From an optimization exercise on the open Yosys and OpenROAD flow, aimed at small area and a short achievable clock period; shortcuts taken in it are not production practice.
Function was checked by simulation only, so behaviour that the tests miss may differ from the original.

Design harvos_mpu_pair, start of the top module:
module harvos_mpu_pair (
  input  wire        clk,
  input  wire        rst_n,
  input  wire        smpuctl_lock,
  input  wire        mpu_prog_en,
  input  wire [2:0]  mpu_prog_idx,
  input  wire [31:0] mpu_prog_base,
  input  wire [31:0] mpu_prog_limit,
  input  wire [2:0]  mpu_prog_perm,       
  input  wire        mpu_prog_user_ok,
  input  wire        mpu_prog_is_ispace,
  input  wire [1:0]  cur_priv,
  input  wire [31:0] if_paddr,
  output wire        if_allow,
  output wire        if_is_ispace,
  input  wire [31:0] d_paddr,
  input  wire        d_is_store,
  output wire        d_allow,
  output wire        d_is_ispace
);
Size: roughly 4900 cells after synthesis, ~150 I/O pins, roughly 36000 µm² of cells after synthesis.
make LEC_CHECK=0 ABC_AREA=1 CAP_MARGIN=20 CORE_MARGIN=2 CORE_UTILIZATION=60 CTS_BUF_LIST='sky130_fd_sc_hd__clkbuf_4 sky130_fd_sc_hd__clkbuf_8' CTS_CLUSTER_DIAMETER=50 CTS_CLUSTER_SIZE=20 PLACE_DENSITY=0.75 SETUP_SLACK_MARGIN=2.5 SLEW_MARGIN=20 finish   # period 7.0 ns
run.sh (not shown) runs the stock make flow with config.mk's settings and CLKGATE_MAP_FILE= SYNTH_SCRIPT=/design/flow/synth_recipe.tcl, a recipe that flattens the netlist after the stock synthesis.
Rerun with:
==> flow/config.mk (replaced) <==
export PLATFORM = sky130hd
export DESIGN_NAME = harvos_mpu_pair
export DESIGN_NICKNAME = harvos_mpu_pair
export VERILOG_FILES = /design/flow/design.v
export SDC_FILE = /design/flow/constraint.sdc
export NUM_CORES = 4
export LEC_CHECK = 0
export ABC_AREA = 1
export CAP_MARGIN = 20
export CORE_MARGIN = 2
export CORE_UTILIZATION = 40
export PLACE_DENSITY = 0.6
export SETUP_SLACK_MARGIN = 1.5
export SLEW_MARGIN = 20
The changed run finished with timing, DRC and antenna clean.
Non-clock buffer count shrinks by 128.
Global-route usage shrinks by 14 points.
First-iteration DRC count shrinks by about 36%.
Hold slack is worse by 0.0034 ns.
Rerun with:
==> flow/flow/run.sh (new file) <==
#!/bin/bash
# Own layout flow: the standard synthesis and layout, with
#  - the port buffers that global placement inserts made plain buf_2 cells
#    (the resizer may upsize them later) instead of ORFS's default pick, a
#    delay cell;
#  - the delay cells and low-power clock inverters kept out of placement,
#    resizing and timing repair, so the resizer uses ordinary buffers and
#    inverters.
set -euo pipefail
bash standard.sh synth > synth.log 2>&1
DU=$(make -s -C "$FLOW_HOME" DESIGN_CONFIG="$PWD/config.mk" WORK_HOME="$PWD/orfs" print-DONT_USE_CELLS | sed 's/^DONT_USE_CELLS: *//')
for c in clkdlybuf4s15_1 clkdlybuf4s15_2 clkdlybuf4s18_1 clkdlybuf4s18_2 clkdlybuf4s25_1 \
         clkdlybuf4s25_2 clkdlybuf4s50_1 clkdlybuf4s50_2 clkinvlp_2 clkinvlp_4 dlygate4sd1_1 \
         dlygate4sd2_1 dlygate4sd3_1 dlymetal6s2s_1 dlymetal6s4s_1 dlymetal6s6s_1; do
  DU="$DU sky130_fd_sc_hd__$c"
done
echo "DONT_USE_CELLS=$DU" > dont_use.log
bash standard.sh finish "BUFFER_PORTS_ARGS=-buffer_cell sky130_fd_sc_hd__buf_2" "DONT_USE_CELLS=$DU" > layout.log 2>&1
==> flow/standard.sh (new file) <==
#!/bin/bash
# synth_recipe.tcl (not shown) runs the flow's synth.tcl, then flattens the netlist and writes it again
# the make line also repeats each setting of config.mk as NAME=value (left out here)
make -C /OpenROAD-flow-scripts/flow DESIGN_CONFIG=/design/flow/config.mk WORK_HOME=/design/flow/orfs CLKGATE_MAP_FILE= SYNTH_SCRIPT=/design/flow/synth_recipe.tcl "${@:-finish}"
--- a/flow/config.mk
+++ b/flow/config.mk
@@ -10,5 +10,8 @@
 export CORE_MARGIN = 2
 export CORE_UTILIZATION = 40
+export CTS_BUF_LIST = sky130_fd_sc_hd__clkbuf_4 sky130_fd_sc_hd__clkbuf_8
+export CTS_CLUSTER_DIAMETER = 50
+export CTS_CLUSTER_SIZE = 20
 export PLACE_DENSITY = 0.6
-export SETUP_SLACK_MARGIN = 1.5
+export SETUP_SLACK_MARGIN = 2.5
 export SLEW_MARGIN = 20
removed: flow/run.sh
Outcome: The changed run finished clean. Clock-buffer cell count is higher by 1. Flip-flop and latch count stays the same. Hold slack got worse by 0.0095 ns. Wire length goes up by 1.9%. Worst setup slack is better by 0.73 ns. Synthesized cell count stays the same. Die area does not change. Via count came out higher by 2.0%.

## afterwards: timing with drivers on the ports
How much do the figures lean on ideal ports? The routed layouts below were timed once more, with nothing changed but the port constraints. Step 1 assumes that a clkbuf_16 drives the clock port and a buf_2 every other input. Step 2 moves the port delays by t, midway between the first and last clock arrival at a register: inputs arrive t later, outputs are due t later. That takes back most of the time a late clock gives input paths. Three values: ideal, step 1, step 2; two values: the first two.
run | shift t [ns] | slack for setup (ns) | latest minus earliest clock arrival (ns) | slew at the worst register clock pin (ns)
the first run | 0.782 | 2.208 / 2.172 / 1.922 | 0.056 / 0.056 | 0.11 / 0.11
the second run | 0.708 | 1.573 / 1.552 / 1.552 | 0.015 / 0.015 | 0.06 / 0.06
the third run | 0.808 | 2.298 / 2.205 / 2.205 | 0.084 / 0.084 | 0.09 / 0.09
After both steps setup and hold are still met in every run listed. For the first run, which loses most, drivers alone change the setup slack by -0.036 ns; drivers and shift together by -0.286 ns.
